This is an optimization exercise on Yosys and OpenROAD, whose aim is small area and a short achievable clock period, not a production implementation.
Function was checked by simulation only, so behaviour that the tests miss may differ from the original.

## design/flow/design.v

```verilog
module matrix_multiplier (
    input clk,
    input reset,
    input start,
    input [7:0] in,
    output reg [15:0] o,
    output reg done
);
    reg [4:0] cnt;
    wire busy = cnt != 5'd0;
    wire [7:0] in_n = ~in;    
    reg [7:0] r0 [0:2];
    reg [7:0] r1 [0:2];
    reg [7:0] r2 [0:2];
    wire load_b0 = cnt >= 5'd10 && cnt <= 5'd12;
    wire load_b1 = cnt >= 5'd13 && cnt <= 5'd15;
    wire load_b2 = cnt >= 5'd16 && cnt <= 5'd18;
    always @(posedge clk) begin
        r0[0] <= load_b0 ? in_n : r0[2];
        r1[0] <= load_b1 ? in_n : r1[2];
        r2[0] <= load_b2 ? in_n : r2[2];
        r0[1] <= r0[0]; r0[2] <= r0[1];
        r1[1] <= r1[0]; r1[2] <= r1[1];
        r2[1] <= r2[0]; r2[2] <= r2[1];
    end
    reg [7:0] a0 [0:2];
    always @(posedge clk)
        if (cnt == 5'd1 || cnt == 5'd4 || cnt == 5'd7 || cnt == 5'd20 || cnt == 5'd23) begin
            a0[0] <= a0[1]; a0[1] <= a0[2]; a0[2] <= in_n;
        end
    reg [7:0] a1 [0:2];
    always @(posedge clk)
        if (cnt == 5'd2 || cnt == 5'd5 || cnt == 5'd8 || cnt == 5'd21 || cnt == 5'd24) begin
            a1[0] <= a1[1]; a1[1] <= a1[2]; a1[2] <= in_n;
        end
    reg [7:0] a2 [0:2];
    always @(posedge clk)
        if (cnt == 5'd3 || cnt == 5'd6 || cnt == 5'd9 || cnt == 5'd22 || cnt == 5'd25) begin
            a2[0] <= a2[1]; a2[1] <= a2[2]; a2[2] <= in_n;
        end
    wire [7:0] ha0 = a0[0];           
    wire [7:0] b0 = r0[1];            
    wire [7:0] ha1 = a1[0];           
    wire [7:0] b1 = r1[2];            
    wire [7:0] ha2 = a2[0];           
    wire [7:0] b2 = r2[0];            
    wire s0_1, s0_2;
    fadd u_s0_1 (~(ha0[0] | b0[6]), ~(ha0[1] | b0[5]), ~(ha0[2] | b0[4]), s0_1, s0_2);
    wire s0_3, s0_4;
    fadd u_s0_3 (~(ha0[3] | b0[3]), ~(ha0[4] | b0[2]), ~(ha0[5] | b0[1]), s0_3, s0_4);
    wire s0_5, s0_6;
    fadd u_s0_5 (~(ha0[0] | b0[7]), ~(ha0[1] | b0[6]), ~(ha0[2] | b0[5]), s0_5, s0_6);
    wire s0_7, s0_8;
    fadd u_s0_7 (~(ha0[3] | b0[4]), ~(ha0[4] | b0[3]), ~(ha0[5] | b0[2]), s0_7, s0_8);
    wire s0_9 = ~(ha0[6] | b0[1]) ^ ~(ha0[7] | b0[0]);
    wire s0_10 = ~(ha0[6] | b0[1]) & ~(ha0[7] | b0[0]);
    wire s0_11, s0_12;
    fadd u_s0_11 (~(ha0[1] | b0[7]), ~(ha0[2] | b0[6]), ~(ha0[3] | b0[5]), s0_11, s0_12);
    wire s0_13, s0_14;
    fadd u_s0_13 (~(ha0[4] | b0[4]), ~(ha0[5] | b0[3]), ~(ha0[6] | b0[2]), s0_13, s0_14);
    wire s0_15, s0_16;
    fadd u_s0_15 (~(ha0[2] | b0[7]), ~(ha0[3] | b0[6]), ~(ha0[4] | b0[5]), s0_15, s0_16);
    wire s0_17, s0_18;
    fadd u_s0_17 (~(ha0[3] | b0[7]), ~(ha0[4] | b0[6]), ~(ha0[5] | b0[5]), s0_17, s0_18);
    wire s0_19, s0_20;
    fadd u_s0_19 (~(ha0[0] | b0[3]), ~(ha0[1] | b0[2]), ~(ha0[2] | b0[1]), s0_19, s0_20);
    wire s0_21, s0_22;
    fadd u_s0_21 (~(ha0[0] | b0[4]), ~(ha0[1] | b0[3]), ~(ha0[2] | b0[2]), s0_21, s0_22);
    wire s0_23 = ~(ha0[3] | b0[1]) ^ ~(ha0[4] | b0[0]);
    wire s0_24 = ~(ha0[3] | b0[1]) & ~(ha0[4] | b0[0]);
    wire s0_25, s0_26;
    fadd u_s0_25 (~(ha0[0] | b0[5]), ~(ha0[1] | b0[4]), ~(ha0[2] | b0[3]), s0_25, s0_26);
    wire s0_27, s0_28;
    fadd u_s0_27 (~(ha0[3] | b0[2]), ~(ha0[4] | b0[1]), ~(ha0[5] | b0[0]), s0_27, s0_28);
    wire s0_29, s0_30;
    fadd u_s0_29 (s0_9, s0_2, s0_4, s0_29, s0_30);
    wire s0_31, s0_32;
    fadd u_s0_31 (~(ha0[7] | b0[1]), s0_10, s0_6, s0_31, s0_32);
    wire s0_33, s0_34;
    fadd u_s0_33 (s0_8, s0_11, s0_13, s0_33, s0_34);
    wire s0_35, s0_36;
    fadd u_s0_35 (~(ha0[5] | b0[4]), ~(ha0[6] | b0[3]), ~(ha0[7] | b0[2]), s0_35, s0_36);
    wire s0_37, s0_38;
    fadd u_s0_37 (s0_12, s0_14, s0_15, s0_37, s0_38);
    wire s0_39, s0_40;
    fadd u_s0_39 (~(ha0[6] | b0[4]), ~(ha0[7] | b0[3]), s0_16, s0_39, s0_40);
    wire s0_41, s0_42;
    fadd u_s0_41 (~(ha0[0] | b0[2]), ~(ha0[1] | b0[1]), ~(ha0[2] | b0[0]), s0_41, s0_42);
    wire s0_43, s0_44;
    fadd u_s0_43 (s0_23, s0_20, s0_21, s0_43, s0_44);
    wire s0_45, s0_46;
    fadd u_s0_45 (s0_24, s0_22, s0_25, s0_45, s0_46);
    wire s0_47, s0_48;
    fadd u_s0_47 (~(ha0[6] | b0[0]), s0_26, s0_28, s0_47, s0_48);
    wire s0_49 = s0_1 ^ s0_3;
    wire s0_50 = s0_1 & s0_3;
    wire s0_51, s0_52;
    fadd u_s0_51 (s0_5, s0_7, s0_29, s0_51, s0_52);
    wire s0_53, s0_54;
    fadd u_s0_53 (s0_30, s0_31, s0_33, s0_53, s0_54);
    wire s0_55, s0_56;
    fadd u_s0_55 (s0_35, s0_32, s0_34, s0_55, s0_56);
    wire s0_57, s0_58;
    fadd u_s0_57 (s0_36, s0_17, s0_38, s0_57, s0_58);
    wire s0_59, s0_60;
    fadd u_s0_59 (~(ha0[4] | b0[7]), ~(ha0[5] | b0[6]), ~(ha0[6] | b0[5]), s0_59, s0_60);
    wire s0_61, s0_62;
    fadd u_s0_61 (~(ha0[7] | b0[4]), s0_18, s0_40, s0_61, s0_62);
    wire s0_63, s0_64;
    fadd u_s0_63 (~(ha0[5] | b0[7]), ~(ha0[6] | b0[6]), ~(ha0[7] | b0[5]), s0_63, s0_64);
    wire s0_65, s0_66;
    fadd u_s0_65 (~(ha0[3] | b0[0]), s0_42, s0_19, s0_65, s0_66);
    wire s0_67, s0_68;
    fadd u_s0_67 (s0_27, s0_44, s0_45, s0_67, s0_68);
    wire s0_69, s0_70;
    fadd u_s0_69 (s0_49, s0_46, s0_47, s0_69, s0_70);
    wire s0_71, s0_72;
    fadd u_s0_71 (s0_50, s0_48, s0_51, s0_71, s0_72);
    wire s0_73 = s0_52 ^ s0_53;
    wire s0_74 = s0_52 & s0_53;
    wire s0_75, s0_76;
    fadd u_s0_75 (s0_37, s0_54, s0_55, s0_75, s0_76);
    wire s0_77, s0_78;
    fadd u_s0_77 (s0_39, s0_56, s0_57, s0_77, s0_78);
    wire s0_79, s0_80;
    fadd u_s0_79 (s0_59, s0_58, s0_61, s0_79, s0_80);
    wire s0_81, s0_82;
    fadd u_s0_81 (s0_60, s0_63, s0_62, s0_81, s0_82);
    wire s0_83, s0_84;
    fadd u_s0_83 (~(ha0[6] | b0[7]), ~(ha0[7] | b0[6]), s0_64, s0_83, s0_84);
    reg q0_s0, q0_s1, q0_c1, q0_s2, q0_s3, q0_s4, q0_c4, q0_s5, q0_s6, q0_c6, q0_s7, q0_c7, q0_s8, q0_c8, q0_s9, q0_c9, q0_s10, q0_c10, q0_s11, q0_c11, q0_s12, q0_c12, q0_s13, q0_c13, q0_s14, q0_c14;
    always @(posedge clk) begin
        q0_s0 <= ~(ha0[0] | b0[0]);
        q0_s1 <= ~(ha0[0] | b0[1]);
        q0_c1 <= ~(ha0[1] | b0[0]);
        q0_s2 <= s0_41;
        q0_s3 <= s0_65;
        q0_s4 <= s0_66;
        q0_c4 <= s0_43;
        q0_s5 <= s0_67;
        q0_s6 <= s0_68;
        q0_c6 <= s0_69;
        q0_s7 <= s0_70;
        q0_c7 <= s0_71;
        q0_s8 <= s0_72;
        q0_c8 <= s0_73;
        q0_s9 <= s0_74;
        q0_c9 <= s0_75;
        q0_s10 <= s0_76;
        q0_c10 <= s0_77;
        q0_s11 <= s0_78;
        q0_c11 <= s0_79;
        q0_s12 <= s0_80;
        q0_c12 <= s0_81;
        q0_s13 <= s0_82;
        q0_c13 <= s0_83;
        q0_s14 <= s0_84;
        q0_c14 <= ~(ha0[7] | b0[7]);
    end
    wire s1_1, s1_2;
    fadd u_s1_1 (q0_s4, q0_c4, ~(ha1[0] | b1[4]), s1_1, s1_2);
    wire s1_3, s1_4;
    fadd u_s1_3 (~(ha1[1] | b1[3]), ~(ha1[2] | b1[2]), ~(ha1[3] | b1[1]), s1_3, s1_4);
    wire s1_5, s1_6;
    fadd u_s1_5 (q0_s5, ~(ha1[0] | b1[5]), ~(ha1[1] | b1[4]), s1_5, s1_6);
    wire s1_7, s1_8;
    fadd u_s1_7 (~(ha1[2] | b1[3]), ~(ha1[3] | b1[2]), ~(ha1[4] | b1[1]), s1_7, s1_8);
    wire s1_9, s1_10;
    fadd u_s1_9 (q0_s6, q0_c6, ~(ha1[0] | b1[6]), s1_9, s1_10);
    wire s1_11, s1_12;
    fadd u_s1_11 (~(ha1[1] | b1[5]), ~(ha1[2] | b1[4]), ~(ha1[3] | b1[3]), s1_11, s1_12);
    wire s1_13, s1_14;
    fadd u_s1_13 (~(ha1[4] | b1[2]), ~(ha1[5] | b1[1]), ~(ha1[6] | b1[0]), s1_13, s1_14);
    wire s1_15, s1_16;
    fadd u_s1_15 (q0_s7, q0_c7, ~(ha1[0] | b1[7]), s1_15, s1_16);
    wire s1_17, s1_18;
    fadd u_s1_17 (~(ha1[1] | b1[6]), ~(ha1[2] | b1[5]), ~(ha1[3] | b1[4]), s1_17, s1_18);
    wire s1_19, s1_20;
    fadd u_s1_19 (~(ha1[4] | b1[3]), ~(ha1[5] | b1[2]), ~(ha1[6] | b1[1]), s1_19, s1_20);
    wire s1_21, s1_22;
    fadd u_s1_21 (q0_s8, q0_c8, ~(ha1[1] | b1[7]), s1_21, s1_22);
    wire s1_23, s1_24;
    fadd u_s1_23 (~(ha1[2] | b1[6]), ~(ha1[3] | b1[5]), ~(ha1[4] | b1[4]), s1_23, s1_24);
    wire s1_25, s1_26;
    fadd u_s1_25 (~(ha1[5] | b1[3]), ~(ha1[6] | b1[2]), ~(ha1[7] | b1[1]), s1_25, s1_26);
    wire s1_27, s1_28;
    fadd u_s1_27 (q0_s9, q0_c9, ~(ha1[2] | b1[7]), s1_27, s1_28);
    wire s1_29, s1_30;
    fadd u_s1_29 (~(ha1[3] | b1[6]), ~(ha1[4] | b1[5]), ~(ha1[5] | b1[4]), s1_29, s1_30);
    wire s1_31 = ~(ha1[6] | b1[3]) ^ ~(ha1[7] | b1[2]);
    wire s1_32 = ~(ha1[6] | b1[3]) & ~(ha1[7] | b1[2]);
    wire s1_33, s1_34;
    fadd u_s1_33 (q0_s10, q0_c10, ~(ha1[3] | b1[7]), s1_33, s1_34);
    wire s1_35, s1_36;
    fadd u_s1_35 (~(ha1[4] | b1[6]), ~(ha1[5] | b1[5]), ~(ha1[6] | b1[4]), s1_35, s1_36);
    wire s1_37, s1_38;
    fadd u_s1_37 (q0_s11, q0_c11, ~(ha1[4] | b1[7]), s1_37, s1_38);
    wire s1_39, s1_40;
    fadd u_s1_39 (~(ha1[5] | b1[6]), ~(ha1[6] | b1[5]), ~(ha1[7] | b1[4]), s1_39, s1_40);
    wire s1_41, s1_42;
    fadd u_s1_41 (q0_s2, ~(ha1[0] | b1[2]), ~(ha1[1] | b1[1]), s1_41, s1_42);
    wire s1_43, s1_44;
    fadd u_s1_43 (q0_s3, ~(ha1[0] | b1[3]), ~(ha1[1] | b1[2]), s1_43, s1_44);
    wire s1_45 = ~(ha1[2] | b1[1]) ^ ~(ha1[3] | b1[0]);
    wire s1_46 = ~(ha1[2] | b1[1]) & ~(ha1[3] | b1[0]);
    wire s1_47, s1_48;
    fadd u_s1_47 (~(ha1[4] | b1[0]), s1_1, s1_3, s1_47, s1_48);
    wire s1_49, s1_50;
    fadd u_s1_49 (~(ha1[5] | b1[0]), s1_2, s1_4, s1_49, s1_50);
    wire s1_51, s1_52;
    fadd u_s1_51 (s1_6, s1_8, s1_9, s1_51, s1_52);
    wire s1_53, s1_54;
    fadd u_s1_53 (~(ha1[7] | b1[0]), s1_10, s1_12, s1_53, s1_54);
    wire s1_55, s1_56;
    fadd u_s1_55 (s1_14, s1_15, s1_17, s1_55, s1_56);
    wire s1_57, s1_58;
    fadd u_s1_57 (s1_16, s1_18, s1_20, s1_57, s1_58);
    wire s1_59, s1_60;
    fadd u_s1_59 (s1_21, s1_23, s1_25, s1_59, s1_60);
    wire s1_61, s1_62;
    fadd u_s1_61 (s1_31, s1_22, s1_24, s1_61, s1_62);
    wire s1_63, s1_64;
    fadd u_s1_63 (s1_26, s1_27, s1_29, s1_63, s1_64);
    wire s1_65, s1_66;
    fadd u_s1_65 (~(ha1[7] | b1[3]), s1_32, s1_28, s1_65, s1_66);
    wire s1_67, s1_68;
    fadd u_s1_67 (s1_30, s1_33, s1_35, s1_67, s1_68);
    wire s1_69, s1_70;
    fadd u_s1_69 (s1_34, s1_36, s1_37, s1_69, s1_70);
    wire s1_71, s1_72;
    fadd u_s1_71 (q0_s12, q0_c12, ~(ha1[5] | b1[7]), s1_71, s1_72);
    wire s1_73, s1_74;
    fadd u_s1_73 (~(ha1[6] | b1[6]), ~(ha1[7] | b1[5]), s1_38, s1_73, s1_74);
    wire s1_75, s1_76;
    fadd u_s1_75 (q0_s13, q0_c13, ~(ha1[6] | b1[7]), s1_75, s1_76);
    wire s1_77, s1_78;
    fadd u_s1_77 (q0_s1, q0_c1, ~(ha1[0] | b1[1]), s1_77, s1_78);
    wire s1_79, s1_80;
    fadd u_s1_79 (s1_45, s1_42, s1_43, s1_79, s1_80);
    wire s1_81, s1_82;
    fadd u_s1_81 (s1_46, s1_44, s1_47, s1_81, s1_82);
    wire s1_83, s1_84;
    fadd u_s1_83 (s1_5, s1_7, s1_48, s1_83, s1_84);
    wire s1_85, s1_86;
    fadd u_s1_85 (s1_11, s1_13, s1_50, s1_85, s1_86);
    wire s1_87, s1_88;
    fadd u_s1_87 (s1_19, s1_52, s1_53, s1_87, s1_88);
    wire s1_89, s1_90;
    fadd u_s1_89 (s1_54, s1_56, s1_57, s1_89, s1_90);
    wire s1_91, s1_92;
    fadd u_s1_91 (s1_58, s1_60, s1_61, s1_91, s1_92);
    wire s1_93, s1_94;
    fadd u_s1_93 (s1_62, s1_64, s1_65, s1_93, s1_94);
    wire s1_95, s1_96;
    fadd u_s1_95 (s1_39, s1_66, s1_68, s1_95, s1_96);
    wire s1_97, s1_98;
    fadd u_s1_97 (s1_40, s1_71, s1_70, s1_97, s1_98);
    wire s1_99, s1_100;
    fadd u_s1_99 (~(ha1[7] | b1[6]), s1_72, s1_75, s1_99, s1_100);
    wire s1_101, s1_102;
    fadd u_s1_101 (q0_s14, q0_c14, ~(ha1[7] | b1[7]), s1_101, s1_102);
    wire s1_103, s1_104;
    fadd u_s1_103 (~(ha1[2] | b1[0]), s1_78, s1_41, s1_103, s1_104);
    wire s1_105, s1_106;
    fadd u_s1_105 (s1_49, s1_82, s1_83, s1_105, s1_106);
    wire s1_107, s1_108;
    fadd u_s1_107 (s1_51, s1_84, s1_85, s1_107, s1_108);
    wire s1_109, s1_110;
    fadd u_s1_109 (s1_55, s1_86, s1_87, s1_109, s1_110);
    wire s1_111, s1_112;
    fadd u_s1_111 (s1_59, s1_88, s1_89, s1_111, s1_112);
    wire s1_113, s1_114;
    fadd u_s1_113 (s1_63, s1_90, s1_91, s1_113, s1_114);
    wire s1_115, s1_116;
    fadd u_s1_115 (s1_67, s1_92, s1_93, s1_115, s1_116);
    wire s1_117, s1_118;
    fadd u_s1_117 (s1_69, s1_94, s1_95, s1_117, s1_118);
    wire s1_119, s1_120;
    fadd u_s1_119 (s1_73, s1_96, s1_97, s1_119, s1_120);
    wire s1_121, s1_122;
    fadd u_s1_121 (s1_74, s1_99, s1_98, s1_121, s1_122);
    wire s1_123, s1_124;
    fadd u_s1_123 (s1_76, s1_101, s1_100, s1_123, s1_124);
    wire s1_125 = s1_124 ^ s1_102;
    reg q1_s0, q1_c0, q1_s1, q1_c1, q1_s2, q1_s3, q1_c3, q1_s4, q1_c4, q1_s5, q1_s6, q1_c6, q1_s7, q1_c7, q1_s8, q1_c8, q1_s9, q1_c9, q1_s10, q1_c10, q1_s11, q1_c11, q1_s12, q1_c12, q1_s13, q1_c13, q1_s14, q1_c14, q1_s15;
    always @(posedge clk) begin
        q1_s0 <= q0_s0;
        q1_c0 <= ~(ha1[0] | b1[0]);
        q1_s1 <= ~(ha1[1] | b1[0]);
        q1_c1 <= s1_77;
        q1_s2 <= s1_103;
        q1_s3 <= s1_104;
        q1_c3 <= s1_79;
        q1_s4 <= s1_80;
        q1_c4 <= s1_81;
        q1_s5 <= s1_105;
        q1_s6 <= s1_106;
        q1_c6 <= s1_107;
        q1_s7 <= s1_108;
        q1_c7 <= s1_109;
        q1_s8 <= s1_110;
        q1_c8 <= s1_111;
        q1_s9 <= s1_112;
        q1_c9 <= s1_113;
        q1_s10 <= s1_114;
        q1_c10 <= s1_115;
        q1_s11 <= s1_116;
        q1_c11 <= s1_117;
        q1_s12 <= s1_118;
        q1_c12 <= s1_119;
        q1_s13 <= s1_120;
        q1_c13 <= s1_121;
        q1_s14 <= s1_122;
        q1_c14 <= s1_123;
        q1_s15 <= s1_125;
    end
    wire s2_1, s2_2;
    fadd u_s2_1 (q1_s4, q1_c4, ~(ha2[0] | b2[4]), s2_1, s2_2);
    wire s2_3, s2_4;
    fadd u_s2_3 (~(ha2[1] | b2[3]), ~(ha2[2] | b2[2]), ~(ha2[3] | b2[1]), s2_3, s2_4);
    wire s2_5, s2_6;
    fadd u_s2_5 (q1_s5, ~(ha2[0] | b2[5]), ~(ha2[1] | b2[4]), s2_5, s2_6);
    wire s2_7, s2_8;
    fadd u_s2_7 (q1_s6, q1_c6, ~(ha2[0] | b2[6]), s2_7, s2_8);
    wire s2_9, s2_10;
    fadd u_s2_9 (~(ha2[1] | b2[5]), ~(ha2[2] | b2[4]), ~(ha2[3] | b2[3]), s2_9, s2_10);
    wire s2_11, s2_12;
    fadd u_s2_11 (q1_s7, q1_c7, ~(ha2[0] | b2[7]), s2_11, s2_12);
    wire s2_13, s2_14;
    fadd u_s2_13 (~(ha2[1] | b2[6]), ~(ha2[2] | b2[5]), ~(ha2[3] | b2[4]), s2_13, s2_14);
    wire s2_15, s2_16;
    fadd u_s2_15 (~(ha2[4] | b2[3]), ~(ha2[5] | b2[2]), ~(ha2[6] | b2[1]), s2_15, s2_16);
    wire s2_17, s2_18;
    fadd u_s2_17 (q1_s8, q1_c8, ~(ha2[1] | b2[7]), s2_17, s2_18);
    wire s2_19, s2_20;
    fadd u_s2_19 (~(ha2[2] | b2[6]), ~(ha2[3] | b2[5]), ~(ha2[4] | b2[4]), s2_19, s2_20);
    wire s2_21, s2_22;
    fadd u_s2_21 (~(ha2[5] | b2[3]), ~(ha2[6] | b2[2]), ~(ha2[7] | b2[1]), s2_21, s2_22);
    wire s2_23, s2_24;
    fadd u_s2_23 (q1_s9, q1_c9, ~(ha2[2] | b2[7]), s2_23, s2_24);
    wire s2_25, s2_26;
    fadd u_s2_25 (~(ha2[3] | b2[6]), ~(ha2[4] | b2[5]), ~(ha2[5] | b2[4]), s2_25, s2_26);
    wire s2_27 = ~(ha2[6] | b2[3]) ^ ~(ha2[7] | b2[2]);
    wire s2_28 = ~(ha2[6] | b2[3]) & ~(ha2[7] | b2[2]);
    wire s2_29, s2_30;
    fadd u_s2_29 (q1_s10, q1_c10, ~(ha2[3] | b2[7]), s2_29, s2_30);
    wire s2_31, s2_32;
    fadd u_s2_31 (~(ha2[4] | b2[6]), ~(ha2[5] | b2[5]), ~(ha2[6] | b2[4]), s2_31, s2_32);
    wire s2_33, s2_34;
    fadd u_s2_33 (q1_s11, q1_c11, ~(ha2[4] | b2[7]), s2_33, s2_34);
    wire s2_35, s2_36;
    fadd u_s2_35 (~(ha2[5] | b2[6]), ~(ha2[6] | b2[5]), ~(ha2[7] | b2[4]), s2_35, s2_36);
    wire s2_37, s2_38;
    fadd u_s2_37 (q1_s1, q1_c1, ~(ha2[0] | b2[1]), s2_37, s2_38);
    wire s2_39, s2_40;
    fadd u_s2_39 (q1_s2, ~(ha2[0] | b2[2]), ~(ha2[1] | b2[1]), s2_39, s2_40);
    wire s2_41, s2_42;
    fadd u_s2_41 (q1_s3, q1_c3, ~(ha2[0] | b2[3]), s2_41, s2_42);
    wire s2_43, s2_44;
    fadd u_s2_43 (~(ha2[1] | b2[2]), ~(ha2[2] | b2[1]), ~(ha2[3] | b2[0]), s2_43, s2_44);
    wire s2_45, s2_46;
    fadd u_s2_45 (~(ha2[4] | b2[0]), s2_1, s2_3, s2_45, s2_46);
    wire s2_47, s2_48;
    fadd u_s2_47 (~(ha2[2] | b2[3]), ~(ha2[3] | b2[2]), ~(ha2[4] | b2[1]), s2_47, s2_48);
    wire s2_49, s2_50;
    fadd u_s2_49 (~(ha2[5] | b2[0]), s2_2, s2_4, s2_49, s2_50);
    wire s2_51, s2_52;
    fadd u_s2_51 (~(ha2[4] | b2[2]), ~(ha2[5] | b2[1]), ~(ha2[6] | b2[0]), s2_51, s2_52);
    wire s2_53, s2_54;
    fadd u_s2_53 (s2_6, s2_7, s2_9, s2_53, s2_54);
    wire s2_55, s2_56;
    fadd u_s2_55 (~(ha2[7] | b2[0]), s2_8, s2_10, s2_55, s2_56);
    wire s2_57, s2_58;
    fadd u_s2_57 (s2_11, s2_13, s2_15, s2_57, s2_58);
    wire s2_59, s2_60;
    fadd u_s2_59 (s2_12, s2_14, s2_16, s2_59, s2_60);
    wire s2_61, s2_62;
    fadd u_s2_61 (s2_17, s2_19, s2_21, s2_61, s2_62);
    wire s2_63, s2_64;
    fadd u_s2_63 (s2_27, s2_18, s2_20, s2_63, s2_64);
    wire s2_65, s2_66;
    fadd u_s2_65 (s2_22, s2_23, s2_25, s2_65, s2_66);
    wire s2_67, s2_68;
    fadd u_s2_67 (~(ha2[7] | b2[3]), s2_28, s2_24, s2_67, s2_68);
    wire s2_69, s2_70;
    fadd u_s2_69 (s2_26, s2_29, s2_31, s2_69, s2_70);
    wire s2_71, s2_72;
    fadd u_s2_71 (q1_s12, q1_c12, ~(ha2[5] | b2[7]), s2_71, s2_72);
    wire s2_73, s2_74;
    fadd u_s2_73 (~(ha2[6] | b2[6]), ~(ha2[7] | b2[5]), s2_34, s2_73, s2_74);
    wire s2_75, s2_76;
    fadd u_s2_75 (q1_s13, q1_c13, ~(ha2[6] | b2[7]), s2_75, s2_76);
    wire s2_77, s2_78;
    fadd u_s2_77 (s2_40, s2_41, s2_43, s2_77, s2_78);
    wire s2_79, s2_80;
    fadd u_s2_79 (s2_42, s2_44, s2_45, s2_79, s2_80);
    wire s2_81, s2_82;
    fadd u_s2_81 (s2_47, s2_5, s2_46, s2_81, s2_82);
    wire s2_83, s2_84;
    fadd u_s2_83 (s2_48, s2_51, s2_50, s2_83, s2_84);
    wire s2_85, s2_86;
    fadd u_s2_85 (s2_52, s2_54, s2_55, s2_85, s2_86);
    wire s2_87, s2_88;
    fadd u_s2_87 (s2_56, s2_58, s2_59, s2_87, s2_88);
    wire s2_89, s2_90;
    fadd u_s2_89 (s2_60, s2_62, s2_63, s2_89, s2_90);
    wire s2_91, s2_92;
    fadd u_s2_91 (s2_64, s2_66, s2_67, s2_91, s2_92);
    wire s2_93, s2_94;
    fadd u_s2_93 (s2_30, s2_32, s2_33, s2_93, s2_94);
    wire s2_95, s2_96;
    fadd u_s2_95 (s2_35, s2_68, s2_70, s2_95, s2_96);
    wire s2_97, s2_98;
    fadd u_s2_97 (s2_36, s2_71, s2_73, s2_97, s2_98);
    wire s2_99, s2_100;
    fadd u_s2_99 (~(ha2[7] | b2[6]), s2_72, s2_75, s2_99, s2_100);
    wire s2_101, s2_102;
    fadd u_s2_101 (q1_s14, q1_c14, ~(ha2[7] | b2[7]), s2_101, s2_102);
    wire s2_103, s2_104;
    fadd u_s2_103 (q1_s0, q1_c0, ~(ha2[0] | b2[0]), s2_103, s2_104);
    wire s2_105 = ~(ha2[1] | b2[0]) ^ s2_37;
    wire s2_106 = ~(ha2[1] | b2[0]) & s2_37;
    wire s2_107, s2_108;
    fadd u_s2_107 (~(ha2[2] | b2[0]), s2_38, s2_39, s2_107, s2_108);
    wire s2_109, s2_110;
    fadd u_s2_109 (s2_49, s2_80, s2_81, s2_109, s2_110);
    wire s2_111, s2_112;
    fadd u_s2_111 (s2_53, s2_82, s2_83, s2_111, s2_112);
    wire s2_113, s2_114;
    fadd u_s2_113 (s2_57, s2_84, s2_85, s2_113, s2_114);
    wire s2_115, s2_116;
    fadd u_s2_115 (s2_61, s2_86, s2_87, s2_115, s2_116);
    wire s2_117, s2_118;
    fadd u_s2_117 (s2_65, s2_88, s2_89, s2_117, s2_118);
    wire s2_119, s2_120;
    fadd u_s2_119 (s2_69, s2_90, s2_91, s2_119, s2_120);
    wire s2_121, s2_122;
    fadd u_s2_121 (s2_93, s2_92, s2_95, s2_121, s2_122);
    wire s2_123, s2_124;
    fadd u_s2_123 (s2_94, s2_96, s2_97, s2_123, s2_124);
    wire s2_125, s2_126;
    fadd u_s2_125 (s2_74, s2_99, s2_98, s2_125, s2_126);
    wire s2_127, s2_128;
    fadd u_s2_127 (s2_76, s2_101, s2_100, s2_127, s2_128);
    wire s2_129 = q1_s15 ^ s2_102;
    wire s2_130 = s2_128 ^ s2_129;
    reg q2_s0, q2_s1, q2_c1, q2_s2, q2_c2, q2_s3, q2_c3, q2_s4, q2_c4, q2_s5, q2_s6, q2_c6, q2_s7, q2_c7, q2_s8, q2_c8, q2_s9, q2_c9, q2_s10, q2_c10, q2_s11, q2_c11, q2_s12, q2_c12, q2_s13, q2_c13, q2_s14, q2_c14, q2_s15;
    always @(posedge clk) begin
        q2_s0 <= s2_103;
        q2_s1 <= s2_104;
        q2_c1 <= s2_105;
        q2_s2 <= s2_106;
        q2_c2 <= s2_107;
        q2_s3 <= s2_108;
        q2_c3 <= s2_77;
        q2_s4 <= s2_78;
        q2_c4 <= s2_79;
        q2_s5 <= s2_109;
        q2_s6 <= s2_110;
        q2_c6 <= s2_111;
        q2_s7 <= s2_112;
        q2_c7 <= s2_113;
        q2_s8 <= s2_114;
        q2_c8 <= s2_115;
        q2_s9 <= s2_116;
        q2_c9 <= s2_117;
        q2_s10 <= s2_118;
        q2_c10 <= s2_119;
        q2_s11 <= s2_120;
        q2_c11 <= s2_121;
        q2_s12 <= s2_122;
        q2_c12 <= s2_123;
        q2_s13 <= s2_124;
        q2_c13 <= s2_125;
        q2_s14 <= s2_126;
        q2_c14 <= s2_127;
        q2_s15 <= s2_130;
    end
    wire [15:0] sum_s = {q2_s15, q2_s14, q2_s13, q2_s12, q2_s11, q2_s10, q2_s9, q2_s8, q2_s7, q2_s6, q2_s5, q2_s4, q2_s3, q2_s2, q2_s1, q2_s0};
    wire [15:0] sum_c = {1'b0, q2_c14, q2_c13, q2_c12, q2_c11, q2_c10, q2_c9, q2_c8, q2_c7, q2_c6, 1'b0, q2_c4, q2_c3, q2_c2, q2_c1, 1'b0};
    wire [15:0] sum = sum_s + sum_c;
    wire valid = cnt >= 5'd21 && cnt <= 5'd29;
    always @(posedge clk or posedge reset) begin
        if (reset) begin
            cnt  <= 5'd0;
            o    <= 16'd0;
            done <= 1'b0;
        end else begin
            o    <= valid ? sum : 16'd0;
            done <= cnt == 5'd29 || cnt == 5'd30;
            if (cnt == 5'd30)
                cnt <= 5'd0;
            else if (busy || start)
                cnt <= cnt + 5'd1;
        end
    end
endmodule
module fadd (input a, input b, input c, output s, output co);
    assign s  = a ^ b ^ c;
    assign co = (a & b) | (a & c) | (b & c);
endmodule
```

## design/flow/config.mk

```make
export PLATFORM = sky130hd
export DESIGN_NAME = matrix_multiplier
export DESIGN_NICKNAME = matrix_multiplier
export VERILOG_FILES = /design/flow/design.v
export SDC_FILE = /design/flow/constraint.sdc
export NUM_CORES = 4
export LEC_CHECK = 0
export CAP_MARGIN = 20
export CORE_MARGIN = 2
export CORE_UTILIZATION = 40
export CTS_BUF_LIST = sky130_fd_sc_hd__clkbuf_8
export CTS_CLUSTER_DIAMETER = 60
export CTS_CLUSTER_SIZE = 20
export PLACE_DENSITY = 0.8
export SLEW_MARGIN = 20
export SYNTH_HIERARCHICAL = 1
export SYNTH_MINIMUM_KEEP_SIZE = 0
```

## design/flow/constraint.sdc

```tcl
create_clock -name core_clock -period 8.0 [get_ports {clk}]
set_input_delay 1.6000 -clock core_clock [delete_from_list [all_inputs] [get_ports {clk}]]
set_output_delay 1.6000 -clock core_clock [all_outputs]
set_load 0.01 [all_outputs]
```

## design/flow/standard.sh

```bash
#!/bin/bash
# synth_recipe.tcl (not shown) runs the flow's synth.tcl, then flattens the netlist and writes it again
# the make line also repeats each setting of config.mk as NAME=value (left out here)
make -C /OpenROAD-flow-scripts/flow DESIGN_CONFIG=/design/flow/config.mk WORK_HOME=/design/flow/orfs CLKGATE_MAP_FILE= SYNTH_SCRIPT=/design/flow/synth_recipe.tcl "${@:-finish}"
```

## design/flow/flow/run.sh

```bash
#!/bin/bash
# The standard layout flow with these changes in how the layout is made (the
# clock period and the constraints stay the design's): the ports are buffered
# with buf_2 cells, and clock tree synthesis adds no dummy loads. The make
# output goes to standard.log; each ORFS step keeps its own log under orfs/logs.
set -euo pipefail
bash standard.sh SETUP_SLACK_MARGIN=5.25 MATCH_CELL_FOOTPRINT=0 \
    "BUFFER_PORTS_ARGS=-buffer_cell sky130_fd_sc_hd__buf_2" \
    "CTS_ARGS=-sink_clustering_enable -repair_clock_nets -dont_use_dummy_load -buf_list sky130_fd_sc_hd__clkbuf_8 -sink_clustering_size 20 -sink_clustering_max_diameter 60" \
    finish > standard.log 2>&1
```

==> results of run 1 <==
-- layout make-up --
class | instances | share of cell area
Multi-Input combinational cell | 552 | 0.436
Inverter | 19 | 0.00576
Timing Repair Buffer | 55 | 0.0285
Sequential cell | 250 | 0.472
Clock buffer | 17 | 0.0189
Tap cell | 384 | 0.0388
-- logic make-up (layout without fill, tap and decap cells) --
group | Yosys count | after routing | share of synthesized area
adders and majority gates | 187 | 187 | 0.309
AOI/OAI and AO/OA | 72 | 72 | 0.0440
xor gates and xnor gates | 15 | 15 | 0.0114
DFF | 250 | 250 | 0.507
buffers and inverters | 81 | 91 | 0.0302
and+or+nand+nor | 278 | 278 | 0.0984
-- Yosys stat by module (local to each module, per instance) --
module	area [um^2]	cells	flops+latches	copies in the design
fadd	20.0	1	0	160
matrix_multiplier	8300	723	250	1
-- sequential cells by signal, indices dropped and copies added (netlist names), 5 cells and up --
register,count
r1,24
a1,24
a2,24
o,16
r0,24
a0,24
cnt,5
r2,24
-- cell usage in the layout (no fill, tap or decap), drive strengths merged, types with 2 or more instances in the layout --
master / n
nor3b: 2
fa: 161
inv: 19
o21ai: 32
nand2: 38
nand4: 5
buf: 55
xor2: 8
nor2: 219
o221ai: 2
xnor2: 7
dfxtp: 156
a211oi: 4
a221oi: 2
a21oi: 13
dfrtp: 22
a21o: 3
edfxtp: 72
clkbuf: 17
o21bai: 2
a31oi: 3
nand3: 6
a22oi: 2
nor3: 3
ha: 26
or3: 2
-- worst paths after layout --
path | end
setup / recovery | q1_s5
hold / removal | r0[1][2]
setup reg to reg | q1_s5
hold reg to reg | r0[1][2]
max in group asynchronous | o[11]
min in group asynchronous | cnt[1]
-- metal layers --
layer / part of all wire / GRT usage / wire (um)
met1: 0.43 / 0.182 / 8830
met2: 0.49 / 0.234 / 10000
met3: 0.061 / 0.0248 / 1260
met4: 0.020 / 0.0392 / 417
met5: 0 / 0 / 0
-- stage by stage --
step                setup WS, ns  instances  instance area, um^2  utilization
floorplan                   5.42        883                11500            -
global placement            5.35       1234                11900        0.417
detailed placement          5.30       1235                11900        0.418
CTS                         5.27       1252                12100        0.426
global route                5.20       1277                12400        0.435
finish                      5.29       1277                12400        0.435
-- repair_timing --
action,in CTS,in global routing
buffers inserted,0,25
setup endpoints to repair,0,14
hold endpoints to repair,0,0
gates resized for setup,0,35
==> metrics.csv, run 1 <==
metric,value,unit
status,no timing/DRC/antenna violations,
Num CTS Buffers,17,
syn_nets,1081,
CTS Hold Bufs,0,
clk buf depth,3,
"Hold Vio Cnt, Final",0,
"area leader, netlist",fa_1,
Vias,6258,
startpoint class of the critical path,flip-flop,
"top cells by area, synth","fa_1 (28%), dfxtp_1 (27%), edfxtp_1 (19%)",
Post-synth top cells,"nor2_1 (209), fa_1 (161), dfxtp_1 (156), edfxtp_1 (72), clkbuf_1 (49)",
Setup Viol. Count Final,0,
DR iter-0 viols,491,
CTS tree,done,
syn_area_per_cell,13.0,um^2
vias per cell,4.90,
chip height,174,um
overall routing resource usage,0.137,
Layout area overhead,7.75,%
Synth Register Bits,250,
routed wire length,20.6,mm
DRC Markers,0,
Starting Density,0.404,
most common cell in the netlist,nor2_1,
TritonRoute pass-1 iters,5,
worst hold margin,0.329,ns
Max Fanout on Critical Path,8,
FP Rows,62,
number of routed nets with antenna violations,0,
Top delay family on crit path,adder cells,
multi-input logic area,5400,um^2
Fmax achieved,369,MHz
worst-case reg-to-reg path depth,5,
Final period util,0.339,
"Clk Latency, worst-skew pair",0.52,ns
wire per inst,16.1,um
Setup Crit Path Kind,reg2reg,
CP Launch Point,a1[0][2],
Synth Flop Type,dfxtp_1,
Hold Path Class,reg2reg,
"Critical Path, Cell by Cell","nor2_2, fa_1, fa_2, fa_1, fa_1",
sequential fraction of the synthesis area,0.507,
share of cells above drive strength 1,0.148,
CTS Sinks,250,
Nets,1093,
worst r2r src,a1[0][2],
Least-Margin Pin Slew,0.875,ns
vias in the first global route,6677,
count of input and output buffers,27,
"EDFF count, synth",72,
Worst EP required,8.37,ns
core area,28500,um^2
hold path depth,0,
CP endpoint kind,flip-flop,
Clock transition at path regs,0.11,ns
I/O pin count,28,
initial antenna violation count,0,
RSZ-0062 raised after global routing,true,
register-to-register setup slack,5.29,ns
Relative slew margins,0.416,
fin. max-slew vios,0,
H-Tree Depth,1,
CP Buf/Inv Count,0,
most used cell along the critical path,fa_1,
Layout Skew,0.0380,ns
Max stage delay on crit path,0.60,ns
MaxCap Viol Count,0,
Sum Neg Setup Slack,0,ns
Mapped Cells,883,
Detailed Place HPWL,15.5,mm
crit path DAT,3.08,ns
pin count of the biggest net entering global routing,25,
Synth top area share,0.280,
first-pass GRT wire length,33.5,mm
WP depth,5,
fillers,2487,
chip width,174,um
mapped cell area,11500,um^2
die area,30100,um^2
register area,5850,um^2
Root Driver,clkbuf_8,
"Distinct cells, synth",48,
CP max-delay cell,edfxtp_1,
Ys Warns,13,
Hold Startpoint,r0[0][2],
async set-reset flop share out of synthesis,0.0880,
GRT overflow,0,
Final Critical Period,2.71,ns
gpl congestion,0.890,
Antenna diodes,0,
==> run 2, diff against run 1 <==
--- a/design/flow/flow/run.sh
+++ b/design/flow/flow/run.sh
@@ -4,7 +4,7 @@
 # with buf_2 cells, and clock tree synthesis adds no dummy loads. The make
 # output goes to standard.log; each ORFS step keeps its own log under orfs/logs.
 set -euo pipefail
-bash standard.sh SETUP_SLACK_MARGIN=5.25 MATCH_CELL_FOOTPRINT=0 \
+bash standard.sh SETUP_SLACK_MARGIN=5.35 MATCH_CELL_FOOTPRINT=0 \
     "BUFFER_PORTS_ARGS=-buffer_cell sky130_fd_sc_hd__buf_2" \
     "CTS_ARGS=-sink_clustering_enable -repair_clock_nets -dont_use_dummy_load -buf_list sky130_fd_sc_hd__clkbuf_8 -sink_clustering_size 20 -sink_clustering_max_diameter 60" \
     finish > standard.log 2>&1
==> metrics.csv, run 2 <==
metric,value,unit,change
"EDFF count, synth",72,,unchanged
worst setup margin,5.34,ns,+0.0520 ns
worst r2r src,a1[0][1],,
FP Rows,62,,unchanged
most frequent cells in the layout,"nor2_1 (169), dfxtp_1 (135), fa_1 (129)",,
die area,30100,um^2,unchanged
Worst EP required,8.37,ns,about the same
CP Buf/Inv Count,0,,unchanged
first-pass GRT wire length,34.3,mm,+2.4%
Max Fanout on Critical Path,7,,-1
GRT overflow,0,,unchanged
CTS Sinks,250,,unchanged
pre-CTS setup slack,5.30,ns,unchanged
Hold Path Class,reg2reg,,
status,no timing/DRC/antenna violations,,
number of routed nets with antenna violations,0,,unchanged
startpoint class of the critical path,flip-flop,,
Detailed Place HPWL,15.5,mm,unchanged
core area,28500,um^2,unchanged
DR iter-0 viols,446,,-9.2%
share of cells above drive strength 1,0.234,,+0.0866
Mapped Cells,883,,unchanged
Num CTS Buffers,17,,unchanged
Sum Neg Setup Slack,0,ns,unchanged
Antenna diodes,0,,unchanged
crit path DAT,3.03,ns,-0.05 ns
Post-synth top cells,"nor2_1 (209), fa_1 (161), dfxtp_1 (156), edfxtp_1 (72), clkbuf_1 (49)",,
DRC Markers,0,,unchanged
syn_area_per_cell,13.0,um^2,unchanged
syn_nets,1081,,unchanged
pin count of the biggest net entering global routing,25,,unchanged
"Clk Latency, worst-skew pair",0.52,ns,about the same
count of input and output buffers,27,,unchanged
CTS Hold Bufs,0,,unchanged
Relative slew margins,0.417,,+0.00120
Finished Core Util,0.448,,+0.0126
chip width,174,um,unchanged
TritonRoute pass-1 iters,5,,unchanged
CP endpoint kind,flip-flop,,
Ys Warns,13,,unchanged
fillers,2423,,-2.6%
"commonest non-fill, non-tap cell in the layout",nor2_1,,
"Hold Vio Cnt, Final",0,,unchanged
Vias,6402,,+2.3%
"Critical Path, Cell by Cell","nor2_1, fa_1, fa_2, fa_2, fa_1",,
Max stage delay on crit path,0.57,ns,-0.03 ns
routed wire length,21.5,mm,+4.9%
RSZ-0062 raised after global routing,true,,
Setup Viol. Count Final,0,,unchanged
Top delay family on crit path,adder cells,,
"top cells by area, synth","fa_1 (28%), dfxtp_1 (27%), edfxtp_1 (19%)",,
sequential fraction of the synthesis area,0.507,,unchanged
Final Critical Period,2.66,ns,-0.0520 ns
CP max-delay cell,edfxtp_1,,
"area leader, netlist",fa_1,,
Clock transition at path regs,0.12,ns,about the same
initial antenna violation count,0,,unchanged
clk buf depth,3,,unchanged
I/O pin count,28,,unchanged
most common cell in the netlist,nor2_1,,
wire per inst,16.6,um,+2.9%
Fmax achieved,376,MHz,+2.0%
Layout area overhead,10.9,%,
Setup Crit Path Kind,reg2reg,,
Synth Register Bits,250,,unchanged
Final period util,0.332,,-0.00650
CP Launch Point,a1[0][1],,
overall routing resource usage,0.141,,+0.00359
mapped cell area,11500,um^2,unchanged
CTS tree,done,,
Root Driver,clkbuf_8,,
"Distinct cells, synth",48,,unchanged
MaxCap Viol Count,0,,unchanged
H-Tree Depth,1,,unchanged
vias per cell,4.92,,+0.41%
Least-Margin Pin Slew,0.874,ns,-0.00180 ns
fin. max-slew vios,0,,unchanged
vias in the first global route,6842,,+2.5%
Nets,1117,,+2.2%
Starting Density,0.404,,unchanged
Hold Startpoint,r0[0][2],,
Synth Flop Type,dfxtp_1,,
gpl congestion,0.890,,unchanged
Placed Area,11900,um^2,unchanged
fin area,12700,um^2,+2.9%
async set-reset flop share out of synthesis,0.0880,,unchanged
Synth top area share,0.280,,unchanged
Layout Skew,0.0408,ns,+0.00276 ns
chip height,174,um,unchanged
-- run 2: cell counts after synthesis --
No cell type changed its count.
-- run 2: cell families after synthesis --
| family | after synthesis | share of synthesized area |
|---|---|---|
| XOR/XNOR | 15 | 0.0114 |
| buffers and inverters | 81 | 0.0302 |
| AND/OR/NAND/NOR | 278 | 0.0984 |
| AO/OA/AOI/OAI | 72 | 0.0440 |
| adder cells (fa/ha/maj) | 187 | 0.309 |
| flip-flops | 250 | 0.507 |
-- run 2: modules after synthesis (local to each module, per instance) --
module / area, um^2 / flops+latches / copies in the design / cells
fadd: 20.0 / 0 / 160 / 1
matrix_multiplier: 8300 / 250 / 1 / 723
-- run 2: final timing paths --
path,end,cells after the start,slack (ns)
max,q1_s5,5,5.34
min,r0[1][2],0,0.33
max reg2reg,q1_s5,5,5.34
min reg2reg,r0[1][2],0,0.33
max in group asynchronous,o[11],2,6.20
min in group asynchronous,cnt[1],2,1.24
-- run 2: repair_timing --
action,in CTS,in global routing
setup endpoints to repair,16,41
gates resized for setup,23,80
setup buffers,26,23
endpoints found under the hold margin,0,0
pin swaps,5,32
-- run 2: metal layers --
layer	track usage	vias to the layer above	wire (um)	share of wire
met4	0.0466	0	604	0.028
li1	-	2871	-	-
met3	0.0237	58	1300	0.060
met1	0.183	3204	9180	0.43
met2	0.242	269	10500	0.49
met5	0	-	0	0
-- run 2: area by class of cell --
type,instances,area (um^2),area share
clock buffers,17,234,0.0184
flip-flops and latches,250,5860,0.460
well taps,384,480,0.0377
multi-input cells,552,5550,0.435
inverters,19,71.3,0.00559
repair buffers,79,554,0.0435
-- run 2: through the flow --
| stage | hold WS, ns | cells |
|---|---|---|
| floorplan | 0.310 | 883 |
| global placement | 0.310 | 1234 |
| detailed placement | 0.312 | 1235 |
| CTS | 0.334 | 1278 |
| global route | 0.336 | 1301 |
| finish | 0.326 | 1301 |
==> run 3, diff against run 2 <==
--- a/design/flow/flow/run.sh
+++ b/design/flow/flow/run.sh
@@ -4,7 +4,7 @@
 # with buf_2 cells, and clock tree synthesis adds no dummy loads. The make
 # output goes to standard.log; each ORFS step keeps its own log under orfs/logs.
 set -euo pipefail
-bash standard.sh SETUP_SLACK_MARGIN=5.35 MATCH_CELL_FOOTPRINT=0 \
+bash standard.sh SETUP_SLACK_MARGIN=5 \
     "BUFFER_PORTS_ARGS=-buffer_cell sky130_fd_sc_hd__buf_2" \
     "CTS_ARGS=-sink_clustering_enable -repair_clock_nets -dont_use_dummy_load -buf_list sky130_fd_sc_hd__clkbuf_8 -sink_clustering_size 20 -sink_clustering_max_diameter 60" \
     finish > standard.log 2>&1
==> metrics.csv, run 3 <==
metric,value,unit,change
met2 usage,0.234,,-0.00817
Worst EP required,8.39,ns,+0.02 ns
async set-reset flop share out of synthesis,0.0880,,unchanged
MaxCap Viol Count,0,,unchanged
mapped cell area,11500,um^2,unchanged
routed wire length,20.2,mm,-6.3%
"commonest non-fill, non-tap cell in the layout",nor2_1,,
Vias,6107,,-4.6%
syn_area_per_cell,13.0,um^2,unchanged
Setup Crit Path Kind,reg2reg,,
syn_nets,1081,,unchanged
Num CTS Buffers,17,,unchanged
sequential fraction of the synthesis area,0.507,,unchanged
grt met3 use,0.0248,,+0.00110
Setup Buffers After CTS,0,,-100%
"area leader, netlist",fa_1,,
Antenna diodes,0,,unchanged
startpoint class of the critical path,flip-flop,,
most common cell in the netlist,nor2_1,,
CP Launch Point,a1[0][4],,
Synth Register Bits,250,,unchanged
Sum Neg Setup Slack,0,ns,unchanged
Setup Viol. Count Final,0,,unchanged
Max Fanout on Critical Path,8,,+1
CTS Hold Bufs,0,,unchanged
gr busiest metal,met2,,
die area,30100,um^2,unchanged
Starting Density,0.404,,unchanged
TritonRoute pass-1 iters,4,,-1
overall routing resource usage,0.137,,-0.00359
Synth top area share,0.280,,unchanged
CP max-delay cell,edfxtp_1,,
Nets,1068,,-4.4%
Ys Warns,13,,unchanged
Mapped Cells,883,,unchanged
worst r2r dst,q1_c9,,
DRC Markers,0,,unchanged
fillers,2532,,+4.5%
Post-synth top cells,"nor2_1 (209), fa_1 (161), dfxtp_1 (156), edfxtp_1 (72), clkbuf_1 (49)",,
Final Critical Period,2.74,ns,+0.0789 ns
number of routed nets with antenna violations,0,,unchanged
met1 usage,0.182,,-0.00142
Final period util,0.342,,+0.00986
most used cell along the critical path,fa_1,,
vias per cell,4.88,,-0.87%
multi-input logic area,5350,um^2,-3.5%
Hold Path Class,reg2reg,,
status,no timing/DRC/antenna violations,,
CTS tree,done,,
worst-case reg-to-reg path depth,5,,unchanged
# resized after CTS,0,,-100%
register-to-register setup slack,5.26,ns,-0.08 ns
critical path capture point,q1_c9,,
clk buf depth,3,,unchanged
most frequent cells in the layout,"nor2_1 (209), fa_1 (161), dfxtp_1 (156)",,
"Critical Path, Cell by Cell","nor2_1, fa_1, fa_1, fa_1, fa_1",,
worst setup margin,5.26,ns,-0.0789 ns
pre-CTS setup slack,5.30,ns,unchanged
Relative slew margins,0.417,,about the same
wire per inst,16.1,um,-2.6%
Clock transition at path regs,0.11,ns,about the same
"Hold Vio Cnt, Final",0,,unchanged
gpl congestion,0.890,,unchanged
Max stage delay on crit path,0.58,ns,about the same
DR iter-0 viols,395,,-11%
I/O pin count,28,,unchanged
H-Tree Depth,1,,unchanged
Layout area overhead,5.51,%,
Layout Skew,0.0404,ns,-0.000340 ns
crit path DAT,3.13,ns,+0.10 ns
worst hold margin,0.330,ns,+0.00395 ns
Fmax achieved,366,MHz,-2.9%
Synth Flop Type,dfxtp_1,,
Detailed Place HPWL,15.5,mm,unchanged
core area,28500,um^2,unchanged
CP endpoint kind,flip-flop,,
"Distinct cells, synth",48,,unchanged
pin count of the biggest net entering global routing,25,,unchanged
register area,5840,um^2,-0.49%
chip height,174,um,unchanged
GRT overflow,0,,unchanged
"top cells by area, synth","fa_1 (28%), dfxtp_1 (27%), edfxtp_1 (19%)",,
"Clk Latency, worst-skew pair",0.52,ns,about the same
FP Rows,62,,unchanged
worst r2r src,a1[0][4],,
CTS Sinks,250,,unchanged
RSZ-0062 raised after global routing,false,,
Finished Core Util,0.426,,-0.0217
initial antenna violation count,0,,unchanged
first-pass GRT wire length,33.5,mm,-2.3%
Least-Margin Pin Slew,0.874,ns,+0.0000347 ns
"EDFF count, synth",72,,unchanged
chip width,174,um,unchanged
share of cells above drive strength 1,0.0841,,-0.150
vias in the first global route,6677,,-2.4%
Root Driver,clkbuf_8,,
count of input and output buffers,27,,unchanged
fin. max-slew vios,0,,unchanged
-- run 3: how the worst min path moves through the flow --
stage	from	endpoint	slack [ns]	cells after the start
after floorplan	q0_s0	q1_s0	0.31	0
after global placement	r1[0][1]	r1[1][1]	0.31	0
after detailed placement	r0[0][6]	r0[1][6]	0.31	0
after CTS	q0_s0	q1_s0	0.33	0
after global routing	q0_s0	q1_s0	0.34	0
final	q0_s0	q1_s0	0.33	0
-- run 3: layer usage --
layer	vias to the layer above	share of wire
li1	2772	-
met1	3104	0.44
met2	201	0.48
met3	30	0.056
met4	0	0.021
met5	-	0
-- run 3: final cells by class --
| class | count | area share |
|---|---|---|
| flip-flops and latches | 250 | 0.481 |
| well taps | 384 | 0.0396 |
| multi-input cells | 552 | 0.441 |
| repair buffers | 30 | 0.0133 |
| clock buffers | 17 | 0.0193 |
| inverters | 19 | 0.00588 |
-- run 3: per-stage QoR --
step | instance area (um^2) | std cells
finish | 12100 | 1252
global route | 12100 | 1252
global placement | 11900 | 1234
floorplan | 11500 | 883
detailed placement | 11900 | 1235
CTS | 12100 | 1252
-- run 3: kinds of logic after synthesis --
kind of cell,Yosys count,synth area share
adders and majority gates,187,0.309
DFF,250,0.507
AOI/OAI and AO/OA,72,0.0440
buffers and inverters,81,0.0302
xor gates and xnor gates,15,0.0114
and+or+nand+nor,278,0.0984
-- run 3: modules after synthesis (local to each module, per instance) --
module             cells inside  flops+latches  cell area [um^2]
matrix_multiplier           723            250              8300
fadd                          1              0              20.0
-- run 3: critical path: cells and delay by family, from the launching register on --
family	cells	cell delay [ns]
adders and majority gates	4	1.92
DFF	1	0.58
and+or+nand+nor	1	0.12

[separate check: timing with driven ports]
The results above use ideal ports. As a check the final layouts listed here were re-extracted and re-timed, cells and wires unchanged. Step 1 sets driving cells, clkbuf_16 on the clock port and buf_2 on the other inputs (assumed; they add their load-dependent delay and slew). Step 2 moves the port delays by t, midway between the first and last clock arrival at a register: inputs arrive t later, outputs are due t later. That takes back most of the time a late clock gives input paths. Slacks: no drivers / after step 1 / after step 2; pairs: no drivers / after step 1.
| run | t (ns) | setup slack, ns | latest minus earliest clock arrival (ns) |
|---|---|---|---|
| run 1 | 0.542 | 5.291 / 5.291 / 5.291 | 0.039 / 0.039 |
| run 2 | 0.546 | 5.343 / 5.331 / 5.343 | 0.041 / 0.042 |
| run 3 | 0.543 | 5.264 / 5.264 / 5.264 | 0.041 / 0.041 |
After both steps every run listed still meets setup and hold.
